Source: an optimization exercise on an open RTL-to-GDS flow (aim: small area and a short achievable clock period). Production flows keep margins and buffers that such runs may drop.
The clock port is modelled as an ideal driver, which makes a skipped or thinned clock tree look cheaper than it is; a real chip needs a root buffer or a tree.
Power is estimated from default activity; no workload was simulated.

nickel:
==> flow/design.v <==
module mul_radix2 #(
    parameter int BIT_WIDTH = 32
) (
    input  logic        clk,
    input  logic        rst,
    input  logic        start,
    input  logic [3:0]  data_in,
    output logic [3:0]  data_out,
    output logic        data_out_valid,
    output logic        result_complete,
    output logic        ready
);
    logic [2:0]  m;
    logic        st_r, st_v, st_c;
    wire  s_idle = (st_r & ~m[0]) | st_c;
    wire  s_one  = st_r & m[0];
    wire  s_recv = ~st_r & ~st_v;                          
    wire  s_step = st_v & ~st_c;                           
    logic       st_r_d, st_v_d, st_c_d;
    logic [2:0] m_d;
    always_comb begin
        st_r_d = st_r;
        st_v_d = st_v;
        st_c_d = st_c;
        m_d    = m + 3'd1;
        if (rst) begin
            st_r_d = 1'b1;
            st_v_d = 1'b0;
            st_c_d = 1'b0;
            m_d    = 3'd0;
        end else if (s_idle) begin
            st_r_d = 1'b1;
            st_v_d = 1'b0;
            st_c_d = 1'b0;
            m_d    = {2'd0, start};
        end else if (s_one) begin
            st_r_d = 1'b0;
            m_d    = 3'd0;
        end else if (s_recv) begin
            if (m == 3'd7) st_v_d = 1'b1;
        end else begin
            if (m == 3'd6) st_c_d = 1'b1;
        end
    end
    always_ff @(posedge clk) begin
        st_r            <= st_r_d;
        st_v            <= st_v_d;
        st_c            <= st_c_d;
        m               <= m_d;
        ready           <= st_r_d;
        data_out_valid  <= st_v_d;
        result_complete <= st_c_d;
    end
    wire a_en  = ~((s_recv & m[2] & m[1]) | s_step);
    wire stepn = (s_recv & m[2] & m[1]) | (s_step & ~(m[2] & m[1]));
    logic [31:0] a_n;      
    logic [27:0] s_reg;    
    logic [12:0] k_reg;    
    logic [1:0]  k0;       
    logic        one0, two0, neg0, one1, two1, neg1;
    wire xm1   = neg1;
    wire [2:0] g0 = {data_in[1], data_in[0], xm1};
    wire [2:0] g1 = {data_in[3], data_in[2], data_in[1]};
    wire n_one0 = stepn & (g0[1] ^ g0[0]);
    wire n_two0 = stepn & ((g0[2] & ~g0[1] & ~g0[0]) | (~g0[2] & g0[1] & g0[0]));
    wire n_neg0 = stepn & g0[2];
    wire n_one1 = stepn & (g1[1] ^ g1[0]);
    wire n_two1 = stepn & ((g1[2] & ~g1[1] & ~g1[0]) | (~g1[2] & g1[1] & g1[0]));
    wire n_neg1 = stepn & g1[2];
    wire [32:0] a_ext = {~a_n, 1'b0};
    always_ff @(posedge clk) begin
        if (a_en)
            a_n <= {~data_in, a_n[31:4]};
        one0 <= n_one0; two0 <= n_two0; neg0 <= n_neg0;
        one1 <= n_one1; two1 <= n_two1; neg1 <= n_neg1;
    end
    logic [31:0] r0, r1;
    always_comb begin
        for (int i = 0; i < 32; i++)
            r0[i] = ((one0 & a_ext[i+1]) | (two0 & a_ext[i])) ^ neg0;
        r1[0] = neg1;
        r1[1] = neg1;
        for (int i = 2; i < 32; i++)
            r1[i] = ((one1 & a_ext[i-1]) | (two1 & a_ext[i-2])) ^ neg1;
    end
    wire [31:0] x, yc;
    for (genvar i = 0; i < 28; i++) begin : g_csa
        mul_radix2_fa u_fa (.a(s_reg[i]), .b(r0[i]), .c(r1[i]), .s(x[i]), .co(yc[i]));
    end
    for (genvar i = 28; i < 31; i++) begin : g_csa_top
        mul_radix2_ha u_ha (.a(r0[i]), .b(r1[i]), .s(x[i]), .co(yc[i]));
    end
    assign x[31]  = r0[31] ^ r1[31];
    assign yc[31] = 1'b0;               
    wire [31:0] y  = {yc[30:0], neg1};      
    wire [5:0] nib = {2'd0, x[3:0]} + {2'd0, y[3:0]} + {4'd0, k0} + {5'd0, neg0}
                   + {3'd0, k_reg[0], 2'd0};
    wire [31:4] sum;
    wire [13:0] bc;                         
    wire [13:0] bm;                         
    for (genvar j = 0; j < 12; j++) begin : g_blk
        mul_radix2_fa u_lo (.a(x[2*j+4]), .b(y[2*j+4]), .c(k_reg[j+1]), .s(sum[2*j+4]), .co(bm[j]));
        mul_radix2_fa u_hi (.a(x[2*j+5]), .b(y[2*j+5]), .c(bm[j]), .s(sum[2*j+5]), .co(bc[j]));
    end
    mul_radix2_ha u_lo12 (.a(x[28]), .b(y[28]), .s(sum[28]), .co(bm[12]));
    mul_radix2_fa u_hi12 (.a(x[29]), .b(y[29]), .c(bm[12]), .s(sum[29]), .co(bc[12]));
    mul_radix2_ha u_lo13 (.a(x[30]), .b(y[30]), .s(sum[30]), .co(bm[13]));
    assign sum[31] = x[31] ^ y[31] ^ bm[13];
    assign bc[13]  = 1'b0;              
    always_ff @(posedge clk) begin
        s_reg    <= sum[31:4];
        k_reg    <= bc[12:0];
        k0       <= nib[5:4];
        data_out <= nib[3:0];
    end
endmodule
module mul_radix2_fa (
    input  logic a,
    input  logic b,
    input  logic c,
    output logic s,
    output logic co
);
    assign s  = a ^ b ^ c;
    assign co = (a & b) | (a & c) | (b & c);
endmodule
module mul_radix2_ha (
    input  logic a,
    input  logic b,
    output logic s,
    output logic co
);
    assign s  = a ^ b;
    assign co = a & b;
endmodule
Settings: LEC_CHECK=0, ABC_AREA=1, CAP_MARGIN=20, CORE_MARGIN=2, CORE_UTILIZATION=60, SLEW_MARGIN=20, SYNTH_HIERARCHICAL=1, SYNTH_MINIMUM_KEEP_SIZE=0; clock period 10.0 ns.
standard.sh (not shown) runs the stock make flow with config.mk's settings and CLKGATE_MAP_FILE= SYNTH_SCRIPT=/design/flow/synth_recipe.tcl, a recipe that flattens the netlist after the stock synthesis.
==> flow/flow/run.sh <==
#!/bin/bash
# The standard layout (standard.sh) with three changes:
#  - the port buffers are plain buf_2 cells;
#  - the clock tree is flat: after CTS, flow/cts_post.tcl replaces the H-tree with
#    four clkbuf_16, one per quarter of the flip-flops, all driven by the clock port;
#  - repair_timing aims for a setup slack of 7.25 ns; the CTS step's own repair is
#    skipped and run in cts_post.tcl once the flat tree is in place.
# Each tool's output goes to the logs standard.sh writes under orfs/logs; the make
# output goes to flow_standard.log.
set -euo pipefail
export BUFFER_PORTS_ARGS="-buffer_cell sky130_fd_sc_hd__buf_2"
export CTS_ARGS="-sink_clustering_enable -repair_clock_nets -dont_use_dummy_load -buf_list sky130_fd_sc_hd__clkbuf_8"
export SETUP_SLACK_MARGIN=7.25
export SKIP_CTS_REPAIR_TIMING=1
export POST_CTS_TCL="$(pwd)/flow/cts_post.tcl"
bash standard.sh > flow_standard.log 2>&1
Other scripts of this flow, unchanged in this note and not shown: flow/flow/cts_post.tcl
Per the final summary, nickel finished and its layout is clean on timing, DRC and antenna.
#### Input delta (sierra over nickel)
Settings: ABC_AREA no longer set, was 1.
Notes after the runs:
nickel completed end to end with timing, DRC and antenna clean.
sierra: done, clean on timing, DRC and antenna
Against nickel, total power consumption of the routed design in sierra fell slightly.
Global-route usage: nickel vs sierra — no meaningful difference
sierra vs nickel, net count after synthesis went down by 8.3%.
Summary of sierra over nickel: register area flat, sequential fraction of the synthesis area shows an increase of 1.8 points, utilization of the core after routing grew by 0.74 points, highest ir drop seen on vdd shrank by 1.5%.
No run of this note included a check of the RTL's function; only the layout flow was run. In every run of this note, the design's own scripts or RTL, not TritonCTS, make the clock network.

==> re-timing with driven ports <==
Ports are ideal in the flow. The routed layouts listed here were re-timed in OpenROAD.
Step 1 sets driving cells, clkbuf_16 on the clock port and buf_2 on the other inputs (assumed; they add their load-dependent delay and slew).
Step 2, shift: input delay + t, output delay - t, t = (earliest + latest rising clock arrival at the registers) / 2. This alone moves slack from input paths to output paths.
Three values: ideal, step 1, step 2; two values: the first two.
| run | t (ns) | slack for setup (ns) | cell pins on the clock port's net |
|---|---|---|---|
| nickel | 0.233 | 7.289 / 7.218 / 7.289 | 4 |
| sierra | 0.230 | 7.213 / 7.213 / 7.213 | 4 |
After both steps setup and hold are still met in every run listed.
